This design comes from an exercise in tuning for small area, a short achievable clock period and few clock cycles on the open sky130 flow, not from production work. Only simulation tests tie the RTL to the original design; equivalence was not proved. No activity file was given, so power comes from the tool's default toggle rates.

[run.sh]
#!/bin/bash
# synth_recipe.tcl (not shown) runs the flow's synth.tcl, then flattens the netlist and writes it again
# the make line also repeats each setting of config.mk as NAME=value (left out here)
make -C /OpenROAD-flow-scripts/flow DESIGN_CONFIG=/design/flow/config.mk WORK_HOME=/design/flow/orfs CLKGATE_MAP_FILE= SYNTH_SCRIPT=/design/flow/synth_recipe.tcl finish
[config.mk]
export PLATFORM = sky130hd
export DESIGN_NAME = FemtoRV32
export DESIGN_NICKNAME = FemtoRV32
export VERILOG_FILES = /design/flow/design.v
export SDC_FILE = /design/flow/constraint.sdc
export NUM_CORES = 4
export LEC_CHECK = 0
export CAP_MARGIN = 30
export CORE_MARGIN = 2
export CORE_UTILIZATION = 35
export PLACE_DENSITY = 0.5
export SETUP_SLACK_MARGIN = 4.0
export SLEW_MARGIN = 30
export TNS_END_PERCENT = 5
[constraint.sdc]
create_clock -name core_clock -period 8.5 [get_ports {clk}]
set_input_delay 1.7000 -clock core_clock [delete_from_list [all_inputs] [get_ports {clk}]]
set_output_delay 1.7000 -clock core_clock [all_outputs]
set_load 0.01 [all_outputs]
[design.v]
module FemtoRV32(
   input  wire        clk,
   output wire [31:0] mem_addr,   
   output wire [31:0] mem_wdata,  
   output wire [3:0]  mem_wmask,  
   input  wire [31:0] mem_rdata,  
   output wire        mem_rstrb,  
   input  wire        mem_rbusy,  
   input  wire        mem_wbusy,  
   input  wire        reset       
);
   parameter RESET_ADDR       = 32'h00000000;
   parameter ADDR_WIDTH       = 24;
   localparam AW = ADDR_WIDTH;
   reg [AW-1:0] fpc;       
   reg [AW-1:0] dpc;       
   reg          f_pend;    
   reg          f_kill;    
   reg          ev;        
   reg [31:2]   ei;        
   reg [31:0]   e_rs1;
   reg [31:0]   e_rs2;     
   reg          e_useRs2;
   reg [AW-1:0] e_pcimm;   
   reg [AW-1:0] e_link;    
   reg [AW-1:0] e_lsa;     
   reg          e_lsok;    
   reg e_isLoad, e_isStore, e_isBranch, e_isJAL, e_isJALR;
   reg e_isLUI, e_isAUIPC, e_isALUreg, e_isALUimm, e_isSYS;
   reg e_wr;               
   reg r_add, r_lt, r_ltu, r_xor, r_or, r_and, r_sh;    
   reg e_sub;              
   reg          wv;
   reg [4:0]    w_rd;
   reg [2:0]    w_f3;
   reg [1:0]    w_a;
   reg [31:0]   cycles;
   wire        rf_we;
   wire [4:0]  rf_wa;
   wire [31:0] rf_wd;
   wire [32*32-1:0] rf_q;
   assign rf_q[31:0] = 32'b0;
   genvar gi;
   generate for (gi = 1; gi < 32; gi = gi + 1) begin : RF
      reg [31:0] x;
      always @(posedge clk) begin
         if (rf_we & (rf_wa == gi))
            x <= rf_wd;
      end
      assign rf_q[32*gi +: 32] = x;
   end endgenerate
   function [31:0] rf_read;
      input [4:0] idx;
      input [32*32-1:0] q;
      integer k;
      begin
         rf_read = 32'b0;
         for (k = 1; k < 32; k = k + 1)
            rf_read = rf_read | ({32{idx == k}} & q[32*k +: 32]);
      end
   endfunction
   function [32:0] fast_add;
      input [31:0] a;
      input [31:0] b;
      input        cin;
      reg   [32:0] g, p;
      integer l, i, j;
      begin
         g = {a & b, cin};      
         p = {a ^ b, 1'b0};
         for (l = 0; l < 6; l = l + 1)
            for (i = 0; i < 33; i = i + 1)
               if ((i >> l) & 1) begin
                  j = ((i >> l) << l) - 1;
                  g[i] = g[i] | (p[i] & g[j]);
                  p[i] = p[i] & p[j];
               end
         fast_add = {g[32], (a ^ b) ^ g[31:0]};
      end
   endfunction
   function [AW-1:0] rs1_plus_imm;
      input [AW-1:0] r;
      input [11:0]   imm;
      reg   [32:0]   lo, hp, hm;
      begin
         lo = fast_add({20'b0, r[11:0]}, {20'b0, imm}, 1'b0);
         hp = fast_add({{(44-AW){1'b0}}, r[AW-1:12]}, 32'b0, 1'b1);
         hm = fast_add({{(44-AW){1'b0}}, r[AW-1:12]}, 32'hffffffff, 1'b0);
         rs1_plus_imm[11:0] = lo[11:0];
         rs1_plus_imm[AW-1:12] = (lo[12] == imm[11]) ? r[AW-1:12] :
                                 lo[12] ? hp[AW-13:0] : hm[AW-13:0];
      end
   endfunction
   wire [4:0] e_rd = ei[11:7];
   wire [2:0] e_f3 = ei[14:12];
   wire [31:0] Uimm = {    ei[31],   ei[30:12], {12{1'b0}}};
   wire [31:0] Iimm = {{21{ei[31]}}, ei[30:20]};
   wire [31:0] Simm = {{21{ei[31]}}, ei[30:25],ei[11:7]};
   wire [31:0] Bimm = {{20{ei[31]}}, ei[7],ei[30:25],ei[11:8],1'b0};
   wire [31:0] Jimm = {{12{ei[31]}}, ei[19:12],ei[20],ei[30:21],1'b0};
   wire e_isMem = e_isLoad | e_isStore;
   wire e_isCT  = e_isBranch | e_isJAL | e_isJALR;
   wire [31:0] aluIn2 = e_rs2;
   wire [32:0] addsub = fast_add(e_rs1, aluIn2, e_sub);
   wire LTU = ~addsub[32];
   wire LT  = (e_rs1[31] ^ ~aluIn2[31]) ? e_rs1[31] : LTU;    
   wire EQ  = &(e_rs1 ^ e_rs2);                             
   wire        shl = ~e_f3[2];
   wire [31:0] rs1_rev;
   generate for (gi = 0; gi < 32; gi = gi + 1) begin : REV1
      assign rs1_rev[gi] = e_rs1[31-gi];
   end endgenerate
   wire [31:0] sh_in  = shl ? rs1_rev : e_rs1;
   wire        sh_fill = ei[30] & e_rs1[31] & ~shl;    
   wire [31:0] sh_s0 = aluIn2[0] ? {{ 1{sh_fill}}, sh_in[31: 1]} : sh_in;
   wire [31:0] sh_s1 = aluIn2[1] ? {{ 2{sh_fill}}, sh_s0[31: 2]} : sh_s0;
   wire [31:0] sh_s2 = aluIn2[2] ? {{ 4{sh_fill}}, sh_s1[31: 4]} : sh_s1;
   wire [31:0] sh_s3 = aluIn2[3] ? {{ 8{sh_fill}}, sh_s2[31: 8]} : sh_s2;
   wire [31:0] sh_r  = aluIn2[4] ? {{16{sh_fill}}, sh_s3[31:16]} : sh_s3;
   wire [31:0] sh_rev;
   generate for (gi = 0; gi < 32; gi = gi + 1) begin : REV2
      assign sh_rev[gi] = sh_r[31-gi];
   end endgenerate
   wire [31:0] sh_out = shl ? sh_rev : sh_r[31:0];
   wire [AW-1:0] pcimm = e_pcimm;
   wire [AW-1:0] lsa = e_lsa;
   /*verilator lint_off WIDTH*/
   wire [31:0] eres =
      ({32{r_add}}  & addsub[31:0])      |
      {31'b0, r_lt  & LT}                |
      {31'b0, r_ltu & LTU}               |
      ({32{r_xor}}  & (e_rs1 ^ aluIn2))  |
      ({32{r_or}}   & (e_rs1 | aluIn2))  |
      ({32{r_and}}  & (e_rs1 & aluIn2))  |
      ({32{r_sh}}   & sh_out)            |
      ({32{e_isSYS}}   & cycles)         |
      ({32{e_isLUI}}   & Uimm)           |
      ({32{e_isAUIPC}} & pcimm)          |
      ({32{e_isJAL | e_isJALR}} & e_link);
   /*verilator lint_on WIDTH*/
   wire predicate =
        (e_f3 == 3'd0) &  EQ  |
        (e_f3 == 3'd1) & !EQ  |
        (e_f3 == 3'd4) &  LT  |
        (e_f3 == 3'd5) & !LT  |
        (e_f3 == 3'd6) &  LTU |
        (e_f3 == 3'd7) & !LTU ;
   wire taken = e_isJAL | e_isJALR | (e_isBranch & predicate);
   wire bus_free = ~mem_rbusy & ~mem_wbusy;
   wire e_recalc = ev & ~wv & ~e_lsok;   
   wire e_act  = ev & ~wv & e_lsok;     
   wire e_memw = e_act & e_isMem;       
   wire e_go   = e_act & (~e_isMem | bus_free);
   wire f_issue = bus_free & ~e_memw & ~(e_recalc & f_pend);   
   wire spec    = e_act & e_isCT;       
   wire [AW-1:0] tgt   = e_isJALR ? {lsa[AW-1:1], 1'b0} : pcimm;
   wire [AW-1:0] faddr = spec ? tgt : fpc;
   wire [32:0]   faddr_p4 = fast_add({{(32-AW){1'b0}}, faddr}, 32'd4, 1'b0);
   wire f_arr  = f_pend & ~mem_rbusy;   
   wire e_free = ~ev | e_go;
   wire d_load = f_arr & e_free;
   wire d_valid = d_load & ~f_kill & ~(e_go & taken);
   wire w_done = wv & ~mem_rbusy;
   wire          sel_lsa = e_act & (e_isMem | e_isJALR);
   wire [AW-1:0] addr_nl = (e_act & (e_isBranch | e_isJAL)) ? pcimm : fpc;
   wire [AW-1:0] addr_o  = sel_lsa ? {lsa[AW-1:1], lsa[0] & ~e_isJALR} : addr_nl;
   /*verilator lint_off WIDTH*/
   assign mem_addr  = addr_o;
   /*verilator lint_on WIDTH*/
   assign mem_rstrb = bus_free & (e_memw ? e_isLoad : ~(e_recalc & f_pend));
   wire [1:0] la = lsa[1:0];
   wire [3:0] STORE_wmask =
              (e_f3[1:0] == 2'b00) ? (la[1] ? (la[0] ? 4'b1000 : 4'b0100) :
                                              (la[0] ? 4'b0010 : 4'b0001)) :
              (e_f3[1:0] == 2'b01) ? (la[1] ? 4'b1100 : 4'b0011) :
                                     4'b1111;
   assign mem_wmask = {4{bus_free & e_memw & e_isStore}} & STORE_wmask;
   assign mem_wdata = e_rs2;    
   wire [15:0] LOAD_halfword = w_a[1] ? mem_rdata[31:16] : mem_rdata[15:0];
   wire  [7:0] LOAD_byte     = w_a[0] ? LOAD_halfword[15:8] : LOAD_halfword[7:0];
   wire LOAD_sign = ~w_f3[2] & ((w_f3[1:0] == 2'b00) ? LOAD_byte[7] : LOAD_halfword[15]);
   wire [31:0] LOAD_data =
         (w_f3[1:0] == 2'b00) ? {{24{LOAD_sign}}, LOAD_byte} :
         (w_f3[1:0] == 2'b01) ? {{16{LOAD_sign}}, LOAD_halfword} :
                                mem_rdata;
   assign rf_we = wv ? (w_done & (w_rd != 5'd0)) : (e_go & e_wr);
   assign rf_wa = wv ? w_rd : e_rd;
   assign rf_wd = wv ? LOAD_data : eres;
   wire [4:0] d_op  = mem_rdata[6:2];
   wire [2:0] d_f3  = mem_rdata[14:12];
   wire [4:0] d_rd  = mem_rdata[11:7];
   wire [4:0] d_rs1 = mem_rdata[19:15];
   wire [4:0] d_rs2 = mem_rdata[24:20];
   wire d_isLoad   = (d_op == 5'b00000);
   wire d_isALUimm = (d_op == 5'b00100);
   wire d_isAUIPC  = (d_op == 5'b00101);
   wire d_isStore  = (d_op == 5'b01000);
   wire d_isALUreg = (d_op == 5'b01100);
   wire d_isLUI    = (d_op == 5'b01101);
   wire d_isBranch = (d_op == 5'b11000);
   wire d_isJALR   = (d_op == 5'b11001);
   wire d_isJAL    = (d_op == 5'b11011);
   wire d_isSYS    = (d_op == 5'b11100);
   wire [31:0] d_Uimm = {    mem_rdata[31],   mem_rdata[30:12], {12{1'b0}}};
   wire [31:0] d_Bimm = {{20{mem_rdata[31]}}, mem_rdata[7],mem_rdata[30:25],mem_rdata[11:8],1'b0};
   wire [31:0] d_Jimm = {{12{mem_rdata[31]}}, mem_rdata[19:12],mem_rdata[20],mem_rdata[30:21],1'b0};
   wire [31:0] d_imm = mem_rdata[3] ? d_Jimm : mem_rdata[4] ? d_Uimm : d_Bimm;
   wire [32:0] d_pcimm_sum = fast_add({{(32-AW){1'b0}}, dpc}, d_imm, 1'b0);
   wire [AW-1:0] d_pcimm = d_pcimm_sum[AW-1:0];
   wire [11:0] d_lsimm = d_isStore ? {mem_rdata[31:25], mem_rdata[11:7]} : mem_rdata[31:20];
   wire d_isALU = d_isALUreg | d_isALUimm;
   wire d_sub = d_isBranch |
                ((d_isALUreg | d_isALUimm) & (d_f3[2:1] == 2'b01)) |
                (d_isALUreg & (d_f3 == 3'd0) & mem_rdata[30]);
   wire d_useRs2 = d_isALUreg | d_isBranch | d_isStore;
   wire [31:0] d_Iimm = {{21{mem_rdata[31]}}, mem_rdata[30:20]};
   wire d_wr  = (d_rd != 5'd0) & ~(d_isLoad | d_isStore | d_isBranch);
   wire byp1 = ev & e_wr & (e_rd == d_rs1);
   wire byp2 = ev & e_wr & (e_rd == d_rs2);
   wire [31:0] rf1 = rf_read(d_rs1, rf_q);
   wire [31:0] rf2 = rf_read(d_rs2, rf_q);
   wire patch1 = w_done & (w_rd != 5'd0) & (w_rd == ei[19:15]);
   wire patch2 = w_done & (w_rd != 5'd0) & (w_rd == ei[24:20]) & e_useRs2;
   wire [31:0] d_rs1v   = byp1 ? eres : rf1;
   wire [11:0] e_lsimm  = e_isStore ? {ei[31:25], ei[11:7]} : ei[31:20];
   wire d_useLsa = d_isLoad | d_isStore | d_isJALR;
   wire [AW-1:0] lsa_d = rs1_plus_imm(rf1[AW-1:0], d_lsimm);
   wire [AW-1:0] lsa_e = rs1_plus_imm(e_rs1[AW-1:0], e_lsimm);
   wire [31:0] d_rs2v = ~d_useRs2 ? d_Iimm : byp2 ? eres : rf2;
   function [31:0] store_lanes;
      input [31:0] v;
      input [1:0]  sz;
      store_lanes = (sz == 2'b00) ? {4{v[7:0]}} :
                    (sz == 2'b01) ? {2{v[15:0]}} : v;
   endfunction
   always @(posedge clk) begin
      if (d_load) begin
         ei    <= mem_rdata[31:2];
         e_rs1 <= d_rs1v;
         e_lsa <= lsa_d;
         e_lsok <= ~(byp1 & d_useLsa);
         e_rs2 <= d_isStore ? store_lanes(d_rs2v, d_f3[1:0]) : d_rs2v ^ {32{d_sub}};
         e_useRs2 <= d_useRs2;
         e_pcimm <= d_pcimm;
         e_link  <= fpc;
         e_isLoad   <= d_isLoad;
         e_isStore  <= d_isStore;
         e_isBranch <= d_isBranch;
         e_isJAL    <= d_isJAL;
         e_isJALR   <= d_isJALR;
         e_isLUI    <= d_isLUI;
         e_isAUIPC  <= d_isAUIPC;
         e_isALUreg <= d_isALUreg;
         e_isALUimm <= d_isALUimm;
         e_isSYS    <= d_isSYS;
         e_wr  <= d_wr;
         e_sub <= d_sub;
         r_add <= d_isALU & (d_f3 == 3'd0);
         r_lt  <= d_isALU & (d_f3 == 3'd2);
         r_ltu <= d_isALU & (d_f3 == 3'd3);
         r_xor <= d_isALU & (d_f3 == 3'd4);
         r_or  <= d_isALU & (d_f3 == 3'd6);
         r_and <= d_isALU & (d_f3 == 3'd7);
         r_sh  <= d_isALU & (d_f3[1:0] == 2'b01);
      end else begin
         if (patch1) begin
            e_rs1 <= LOAD_data;
            if (e_isMem | e_isJALR) e_lsok <= 1'b0;
         end
         if (e_recalc) begin
            e_lsa  <= lsa_e;
            e_lsok <= 1'b1;
         end
         if (patch2) e_rs2 <= e_isStore ? store_lanes(LOAD_data, e_f3[1:0]) : LOAD_data ^ {32{e_sub}};
      end
      if (e_go & e_isLoad) begin
         w_rd <= e_rd;
         w_f3 <= e_f3;
         w_a  <= la;
      end
   end
   always @(posedge clk) begin
      if (!reset) begin
         fpc    <= RESET_ADDR[AW-1:0];
         f_pend <= 1'b0;
         f_kill <= 1'b0;
         ev     <= 1'b0;
         wv     <= 1'b0;
      end else begin
         if (f_issue) begin
            f_pend <= 1'b1;
            f_kill <= spec & ~taken;
            dpc    <= faddr;
            if (~(spec & ~taken)) fpc <= faddr_p4[AW-1:0];
         end else begin
            if (f_arr & (e_free | f_kill)) f_pend <= 1'b0;
            if (e_go & taken) begin
               f_kill <= 1'b1;
               fpc    <= tgt;
            end
         end
         if (d_load)    ev <= d_valid;
         else if (e_go) ev <= 1'b0;
         if (e_go & e_isLoad) wv <= 1'b1;
         else if (w_done)     wv <= 1'b0;
      end
   end
   always @(posedge clk) begin
      if(!reset) cycles <= 0;
      else cycles <= cycles + 1;
   end
endmodule
==> run notes, run 1 <==
CTS clk-pin slew, worst paths 60 ps; placed insts between 8000 and 9000; ys async rst share 0%; crit path launch type input port; crit-path cells buf_12, buf_12, nand3b_1, buf_6, nor2_4, buf_6, a222oi_1, nand3_1, nor2_2, nand2_2, ha_4, nand2_2, o211ai_1, or3b_4, a31oi_4, buf_12, buf_8, nand4_1, o2111a_1, a221o_1; RSZ-0062 raised after global routing true; worst path bufs/invs 6; Yosys cell types 95; proportion of power drawn by combinational gates 12.0%; site row count 162; Psw 4150 uW; Slew Viols, Final 0; Pint 11300 uW; minimum clock period 5160 ps; reg-to-reg startpoint e_rs1[24]$_DFFE_PP_; Post-route DRC 0; vias in the first global route roughly 61000; PortBufs 96; CTS tree built; post-route ant nets 0; TNS Setup 0 ps; CTS Root Buffer Type clkbuf_16; Worst Hold Class flip-flop to flip-flop; min-delay src dpc[0]$_DFFE_PP_; Crit-path slowest cell or3b_4; DR pass1 iterations 13; IO Pins 105; first-pass GRT wire length 567000 um; most used cell, CP buf_12; Num CTS Buffers 148; Via-to-Cell Ratio about 7.1; ratio of final minimum period to clock period approximately 60%; post-synthesis sequential area ratio 54.4%; gpl congestion 1.03; DP HPWL 283000 um; all-layer global routing usage 42.2%; GRT overflow 0; Leak Pwr 0.0302 uW; starting DRC count in detailed routing 12000; final WL 434000 um; critical path data required time roughly 9100 ps; Net count, final 6737; Core Box Area 0.195 mm2; crit path DAT 5720 ps; Die H about 450 um; count of filler cells inserted in the layout 18200; area delta synth->final 24.3%; Peak VDD IR 0.000273 V; Synth Area per Inst 11.3 um2; Clk Latency, worst-skew pair 870 ps; initial core utilization 35.2%; cell taking the most area after synthesis edfxtp_1; die area between 0.2 and 0.25 mm2; cell family with most CP delay compound AO/OA/AOI/OAI gates; top cell type's share of synthesized area 52.6%; status timing/DRC/antenna clean; Finished Layout Cells roughly 9300; Area contributors post-synth edfxtp_1, a22oi_1, nand2_1; # setup viols final 0; MaxCap Viol Count 0; Sequential Power Share about 45%; detailed-route via count 66300; post-synthesis cell area slightly below 0.07 mm2; Die X roughly 450 um; Clock Skews 100 ps; largest net degree at the start of global routing 65; hold_buf cts 0; class of the most critical setup path input port to flip-flop; Final Hold Viols 0; maximum clock path buffer count 3; layout cells sized above 1 ~22%; DR WL/cell 46.5 um; Yosys reg bits 1266; delay of the slowest critical-path stage 460 ps; initial antenna violation count 36; Slew HR 21.3%; synth warn 1; predominant post-synthesis flop cell edfxtp_1; Peak Freq 194 MHz; H-tree Lvls 4; switching share of power a little over a quarter; Clock power frac a little over two fifths; Post-synth EDFFs 1206; CP Max Fanout 7; CP Launch Point mem_rdata[17]; Slew @ Worst Pin 1180 ps; PwrDens 180 mW/mm2; critical path endpoint category flip-flop; Post-Synthesis Cells 6100; TritonCTS sink count 1266
[state kept, by name, summed over array words and instances (netlist names), 2 cells and up]
signal   flops
e_rs1       32
w_rd         5
e_lsa       24
RF.x       992
w_a          2
ei          25
fpc         24
e_rs2       32
dpc         24
cycles      32
w_f3         3
e_link      24
e_pcimm     24
[repair_timing]
| item | 4_1_cts | 5_1_grt |
|---|---|---|
| endpoints found under the setup margin | 1566 | 846 |
| pin swaps | 163 | 29 |
| buffers inserted | 304 | 24 |
| gates cloned | 19 | 6 |
| resized for setup | 442 | 53 |
[metal layers]
metal  wire (um)  share of wire, %  GRT usage (%)  vias up
met5         192             0.044         0.0488        -
met4       43900                10           32.9       24
met3       56100                13           14.2     1932
met2      184000                42           62.7     6147
met1      150000                35           50.1    33000
li1            -                 -              -    25200
[area by class of cell]
cell class,count,area (um2),share of cell area (%)
diodes,32,80.1,0.0937
clock buffers,185,4010,4.69
clock inverters,84,920,1.08
inverters,133,577,0.675
multi-input cells,4243,31500,36.9
flip-flops and latches,1266,37400,43.8
well taps,2624,3280,3.84
repair buffers,765,7660,8.97
repair inverters,2,17.5,0.0205
[layout by cell type, fill, tap and decap left out, drive strengths merged, types with 148 or more instances in the layout]
cell	netlist	routed
mux2i	148	148
a21oi	209	209
clkbuf	352	188
and3	237	237
nand3	356	356
nand2	482	482
a22oi	660	660
buf	124	667
o21ai	179	179
edfxtp	1206	1206
nor2	366	368
[cells in the mapped netlist, drive strengths merged (64+ instances only)]
| cell | instances |
|---|---|
| nor3 | 107 |
| mux4 | 66 |
| ha | 125 |
| a2111oi | 67 |
| inv | 129 |
| buf | 124 |
| mux2 | 64 |
| clkbuf | 352 |
| xnor2 | 76 |
| nand3 | 356 |
| a22oi | 660 |
| xor2 | 65 |
| nand2 | 482 |
| edfxtp | 1206 |
| a21oi | 209 |
| nor2 | 366 |
| mux2i | 148 |
| nand4 | 142 |
| o21ai | 179 |
| and3 | 237 |
[path summary, 6_finish.rpt]
| check | end | slack [ps] | cells past startpoint |
|---|---|---|---|
| worst max-delay path | e_lsa[21]$_DFFE_PP_ | 3340 | 20 |
| worst min register to register | e_pcimm[0]$_DFFE_PP_ | 420 | 0 |
| worst max register to register | fpc[14]$_SDFFE_PN0P_ | 3640 | 18 |
| worst min-delay path | e_pcimm[0]$_DFFE_PP_ | 420 | 0 |
[through the flow]
stage,area (um2),hold WS (ps),power [uW],setup slack [ps],util (%)
4_1_cts,84800,421,15300,3560,43.5
6_report,85500,418,15400,3340,43.8
2_1_floorplan,69400,400,7830,3020,-
3_3_place_gp,74700,403,8570,958,38.3
3_5_place_dp,75100,407,8570,976,38.4
5_1_grt,85400,437,15700,3350,43.8
[power groups by stage]
stage	clock network (uW)	logic, uW	registers, uW
after CTS	6620	1730	6940
after detailed placement	0	1500	7070
after floorplan	0	804	7030
after global placement	0	1500	7070
after global routing	6880	1880	6930
final	6630	1850	6940
[cells by family after synthesis]
| logic type | synth area share, % |
|---|---|
| and+or+nand+nor | 14.4 |
| muxes | 5.39 |
| AOI/OAI and AO/OA | 17.7 |
| buffers and inverters | 3.54 |
| adders and majority gates | 2.77 |
| other | 0.00545 |
| DFF | 54.4 |
| xor gates and xnor gates | 1.79 |
Testbench counts, summed over its fixed seeds: cycles 31,047.
==> run 2: changes to the inputs <==
--- a/design.v
+++ b/design.v
@@ -23,7 +23,8 @@
    reg          e_useRs2;
    reg [AW-1:0] e_pcimm;   
    reg [AW-1:0] e_link;    
-   reg [AW-1:0] e_lsa;     
+   localparam LW = 2 + 3*(AW-12) + 12;
+   reg [LW-1:0] e_lsp;
    reg          e_lsok;    
    reg e_isLoad, e_isStore, e_isBranch, e_isJAL, e_isJALR;
    reg e_isLUI, e_isAUIPC, e_isALUreg, e_isALUimm, e_isSYS;
@@ -78,7 +79,7 @@
          fast_add = {g[32], (a ^ b) ^ g[31:0]};
       end
    endfunction
-   function [AW-1:0] rs1_plus_imm;
+   function [LW-1:0] rs1_plus_imm;
       input [AW-1:0] r;
       input [11:0]   imm;
       reg   [32:0]   lo, hp, hm;
@@ -86,9 +87,8 @@
          lo = fast_add({20'b0, r[11:0]}, {20'b0, imm}, 1'b0);
          hp = fast_add({{(44-AW){1'b0}}, r[AW-1:12]}, 32'b0, 1'b1);
          hm = fast_add({{(44-AW){1'b0}}, r[AW-1:12]}, 32'hffffffff, 1'b0);
-         rs1_plus_imm[11:0] = lo[11:0];
-         rs1_plus_imm[AW-1:12] = (lo[12] == imm[11]) ? r[AW-1:12] :
-                                 lo[12] ? hp[AW-13:0] : hm[AW-13:0];
+         rs1_plus_imm = {lo[12] & ~imm[11], ~lo[12] & imm[11],
+                         hp[AW-13:0], hm[AW-13:0], r[AW-1:12], lo[11:0]};
       end
    endfunction
    wire [4:0] e_rd = ei[11:7];
@@ -123,7 +123,12 @@
    end endgenerate
    wire [31:0] sh_out = shl ? sh_rev : sh_r[31:0];
    wire [AW-1:0] pcimm = e_pcimm;
-   wire [AW-1:0] lsa = e_lsa;
+   wire          lsa_selp = e_lsp[LW-1];
+   wire          lsa_selm = e_lsp[LW-2];
+   wire [AW-13:0] lsa_hp  = e_lsp[12+3*(AW-12)-1 : 12+2*(AW-12)];
+   wire [AW-13:0] lsa_hm  = e_lsp[12+2*(AW-12)-1 : 12+(AW-12)];
+   wire [AW-13:0] lsa_h0  = e_lsp[12+(AW-12)-1 : 12];
+   wire [AW-1:0] lsa = {lsa_selp ? lsa_hp : lsa_selm ? lsa_hm : lsa_h0, e_lsp[11:0]};
    /*verilator lint_off WIDTH*/
    wire [31:0] eres =
       ({32{r_add}}  & addsub[31:0])      |
@@ -224,8 +229,8 @@
    wire [31:0] d_rs1v   = byp1 ? eres : rf1;
    wire [11:0] e_lsimm  = e_isStore ? {ei[31:25], ei[11:7]} : ei[31:20];
    wire d_useLsa = d_isLoad | d_isStore | d_isJALR;
-   wire [AW-1:0] lsa_d = rs1_plus_imm(rf1[AW-1:0], d_lsimm);
-   wire [AW-1:0] lsa_e = rs1_plus_imm(e_rs1[AW-1:0], e_lsimm);
+   wire [LW-1:0] lsa_d = rs1_plus_imm(rf1[AW-1:0], d_lsimm);
+   wire [LW-1:0] lsa_e = rs1_plus_imm(e_rs1[AW-1:0], e_lsimm);
    wire [31:0] d_rs2v = ~d_useRs2 ? d_Iimm : byp2 ? eres : rf2;
    function [31:0] store_lanes;
       input [31:0] v;
@@ -237,7 +242,7 @@
       if (d_load) begin
          ei    <= mem_rdata[31:2];
          e_rs1 <= d_rs1v;
-         e_lsa <= lsa_d;
+         e_lsp <= lsa_d;
          e_lsok <= ~(byp1 & d_useLsa);
          e_rs2 <= d_isStore ? store_lanes(d_rs2v, d_f3[1:0]) : d_rs2v ^ {32{d_sub}};
          e_useRs2 <= d_useRs2;
@@ -268,7 +273,7 @@
             if (e_isMem | e_isJALR) e_lsok <= 1'b0;
          end
          if (e_recalc) begin
-            e_lsa  <= lsa_e;
+            e_lsp  <= lsa_e;
             e_lsok <= 1'b1;
          end
          if (patch2) e_rs2 <= e_isStore ? store_lanes(LOAD_data, e_f3[1:0]) : LOAD_data ^ {32{e_sub}};
--- a/config.mk
+++ b/config.mk
@@ -8,6 +8,8 @@
 export CAP_MARGIN = 30
 export CORE_MARGIN = 2
 export CORE_UTILIZATION = 35
+export CTS_BUF_LIST = sky130_fd_sc_hd__clkbuf_8
+export CTS_CLUSTER_SIZE = 20
 export PLACE_DENSITY = 0.5
 export SETUP_SLACK_MARGIN = 4.0
 export SLEW_MARGIN = 30
==> run notes, run 2 <==
post-synthesis sequential area ratio 54.6% (+0.21 points); starting DRC count in detailed routing 12300 (+2.3%); RSZ-0062 raised after global routing true; worst r2r dst e_rs2[24]$_DFFE_PP_; Finished Layout Cells 9475 (+1.5%); initial antenna violation count 26 (-28%); top cell type's share of synthesized area 52.9% (+0.24 points); largest net degree at the start of global routing 86 (+32%); most frequent cells in the layout edfxtp_1, a22oi_1, nand2_1; Net count, final 6781 (+0.65%); critical path data required time 9320 ps (+270 ps); CP Depth 21 (+5.0%); CP Max Fanout 7 (unchanged); post-synthesis cell area 0.0699 mm2 (+1.6%); ys async rst share 0% (unchanged); PortBufs 96 (unchanged); count of filler cells inserted in the layout 18800 (+3.7%); multi-input combinational cell area 0.0313 mm2 (-0.68%); Post-Synthesis Cells 6196 (+1.6%); cell taking the most area after synthesis edfxtp_1; area delta synth->final 20.8%; Area contributors post-synth edfxtp_1, a22oi_1, nand2_1; H-tree Lvls 4 (unchanged); FF+latch area 0.0382 mm2 (+2.0%); gpl congestion 1.05 (+1.4%); first-pass GRT wire length 549000 um (-3.1%); min-delay src dpc[0]$_DFFE_PP_; CTS tree built; hold_buf cts 0 (unchanged); Setup crit end e_rs2[24]$_DFFE_PP_; Via-to-Cell Ratio 7.00 (-1.4%); die area 0.203 mm2 (+1.6%); status timing/DRC/antenna clean; predominant post-synthesis flop cell edfxtp_1; Clk Latency, worst-skew pair 1110 ps (+240 ps); largest registers RF.x x992, e_lsp x49; # setup viols final 0 (unchanged); IO Pins 105 (unchanged); ratio of final minimum period to clock period 60.4% (-0.38 points); Crit-path slowest cell edfxtp_1; FF-to-FF setup slack 3370 ps (-270 ps); Slew HR 25.5% (+4.2 points); critical path endpoint category flip-flop; Post-synth EDFFs 1231 (+2.1%); Clock Skews 107 ps (+7.27 ps); detailed-route via count 66300 (+0.11%); reg-to-reg startpoint e_rs1[22]$_DFFE_PP_; DR pass1 iterations 10 (-3); crit path launch type flip-flop; reg2reg path depth 21 (+3); minimum clock period 5130 ps (-32.3 ps); Peak Freq 195 MHz (+0.63%); Worst Hold Class flip-flop to flip-flop; Core Box Area 0.199 mm2 (+2.0%); Die H 451 um (+0.80%); PwrDens 177 mW/mm2 (-2.1%); site row count 164 (+1.2%); Fin Hold WS 430 ps (+11.6 ps); TritonCTS sink count 1291 (+2.0%); CTS Root Buffer Type clkbuf_8; Largest register FFs 992 (unchanged); MaxCap Viol Count 0 (unchanged); crit path DAT 5950 ps (+230 ps); class of the most critical setup path flip-flop to flip-flop; layout cells sized above 1 20.3% (-1.6 points); initial core utilization 35.1% (-0.12 points); CTS clk-pin slew, worst paths 60 ps (about the same); cell family with most CP delay compound AO/OA/AOI/OAI gates; final WL 418000 um (-3.8%); Post-route DRC 0 (unchanged); placed insts 8800 (+1.4%); DR WL/cell 44.1 um (-5.2%); Tot Pwr 14900 uW (-3.3%); most common cell after layout, fill and taps aside edfxtp_1; Leak Pwr 0.0294 uW (-2.8%); maximum clock path buffer count 3 (unchanged); Synth top cells by count edfxtp_1, a22oi_1, nand2_1; worst path bufs/invs 3 (-3); Reg with most FFs RF.x; Slew @ Worst Pin 1110 ps (-67.7 ps); crit-path cells clkinvlp_4, ha_4, nand4_1, nor4_2, nand4_1, o21ai_4, o41ai_4, o21bai_1, a21o_1, inv_2, fa_2, a22o_1, a221oi_2, o211ai_1, a211oi_2, o2111ai_2, a31oi_4, buf_4, nand2_1, a21oi_2, nor4_2; delay of the slowest critical-path stage 420 ps (-40 ps); post-route ant nets 0 (unchanged); synth warn 1 (unchanged); Final Hold Viols 0 (unchanged); Slew Viols, Final 0 (unchanged); Yosys cell types 110 (+16%); top-count cell post-synth edfxtp_1; TNS Setup 0 ps (unchanged); Num CTS Buffers 222 (+50%); GRT overflow 0 (unchanged); Yosys reg bits 1291 (+2.0%); vias in the first global route 61600 (+0.56%); Die X 451 um (+0.80%); Synth Area per Inst 11.3 um2 (about the same); CP Launch Point e_rs1[22]$_DFFE_PP_; Peak VDD IR 0.000181 V (-34%); DP HPWL 276000 um (-2.4%); all-layer global routing usage 39.4% (-2.7 points)
[run 2: changes by cell type after synthesis, moves of 17 or more]
cell	change
clkbuf_1	-52
o21ai_0	+50
buf_2	+49
a22oi_1	+42
and3_1	-38
nand3_1	-37
edfxtp_1	+25
a21o_1	+22
nor2_1	-21
a2111oi_0	-18
a211oi_1	+17
nand2_1	+17
[run 2: worst min path at each step]
stage                            to  cells past startpoint
3_5_place_dp   e_pcimm[0]$_DFFE_PP_                      0
2_1_floorplan  e_pcimm[0]$_DFFE_PP_                      0
3_3_place_gp   e_pcimm[0]$_DFFE_PP_                      0
4_1_cts        e_pcimm[0]$_DFFE_PP_                      0
6_report       e_pcimm[0]$_DFFE_PP_                      0
5_1_grt        e_pcimm[0]$_DFFE_PP_                      0
[run 2: final cells by class]
class | count | share of cell area [%]
Timing Repair Buffer | 650 | 7.62
Sequential cell | 1291 | 45.2
Tap cell | 2656 | 3.93
Clock inverter | 190 | 1.65
Inverter | 141 | 0.707
Antenna cell | 20 | 0.0593
Clock buffer | 230 | 3.75
Multi-Input combinational cell | 4297 | 37.1
[run 2: worst register-to-register path: stages (launching register included)]
cell and delay, ps:
edfxtp_1 420, clkinvlp_4 250, ha_4 400, nand4_1 170, nor4_2 320, nand4_1 180, o21ai_4 260, o41ai_4 100
o21bai_1 140, a21o_1 180, inv_2 50, fa_2 350, a22o_1 210, a221oi_2 260, o211ai_1 160, a211oi_2 330
o2111ai_2 260, a31oi_4 350, buf_4 170, nand2_1 60, a21oi_2 190, nor4_2 100
[run 2: power by group]
| part | internal (uW) | switching, uW | leakage (uW) | total, uW |
|---|---|---|---|---|
| sequential | 7000 | 78.9 | 0.0113 | 7080 |
| combinational | 596 | 1250 | 0.0155 | 1850 |
| clock | 3050 | 2940 | 0.00253 | 5980 |
| total | 10600 | 4270 | 0.0294 | 14900 |
[run 2: per-layer routing]
metal	track usage (%)	part of all wire, %	vias up
met1	48.4	35	32800
met3	12.5	13	1824
met4	28.5	9.2	16
met2	58.4	42	6270
met5	0	0.036	-
li1	-	-	25400
[run 2: stage by stage]
step	util [%]	area [um2]	worst slack, ps
after floorplan	-	70100	3210
after global placement	37.9	75400	1310
after detailed placement	38.2	75900	1200
after CTS	41.9	83300	3410
after global routing	42.4	84400	3250
final	42.4	84500	3370
[run 2: cell families after synthesis]
| kind of cell | Yosys count | synth area share [%] |
|---|---|---|
| mux | 246 | 4.50 |
| compound gates | 1782 | 18.4 |
| buf+inv | 625 | 3.75 |
| fa+ha+maj | 142 | 2.72 |
| xor+xnor | 151 | 1.89 |
| simple gates | 1958 | 14.1 |
| other cells | 1 | 0.00536 |
| flops | 1291 | 54.6 |
[run 2: what timing repair did]
item,4_1_cts,5_1_grt
gates cloned,15,4
setup endpoints to repair,1056,1016
setup buffers,168,43
gates resized for setup,335,125
pin swaps,63,28
Testbench counts of run 2, summed over its fixed seeds: cycles 31,047.

## afterwards: timing with drivers on the ports
The flow's constraints put no driver on any port. The routed layouts listed below were extracted and timed again, unchanged, in two steps.
Step 1 sets driving cells, clkbuf_16 on the clock port and buf_2 on the other inputs (assumed; they add their load-dependent delay and slew).
Step 2 times the ports against the registers' clock, not the clock port: input delays grow and output delays shrink by t, the midpoint of the rising clock arrivals with the driver on.
Three values: ideal ports, drivers, drivers and shift; two values: the first two.
run	t (ns)	setup slack, ns	worst setup path after step 2	latest minus earliest clock arrival (ns)	worst slew at a driven data input, ns
run 1	0.903	3.337 / 3.101 / 2.198	input to register	0.100 / 0.100	0.37
run 2	1.136	3.369 / 3.369 / 2.553	input to register	0.108 / 0.107	0.10
After both steps setup and hold are still met in every run listed. The setup slack of run 1, which loses most, moves by -0.236 ns with the drivers and by -1.139 ns with both steps.
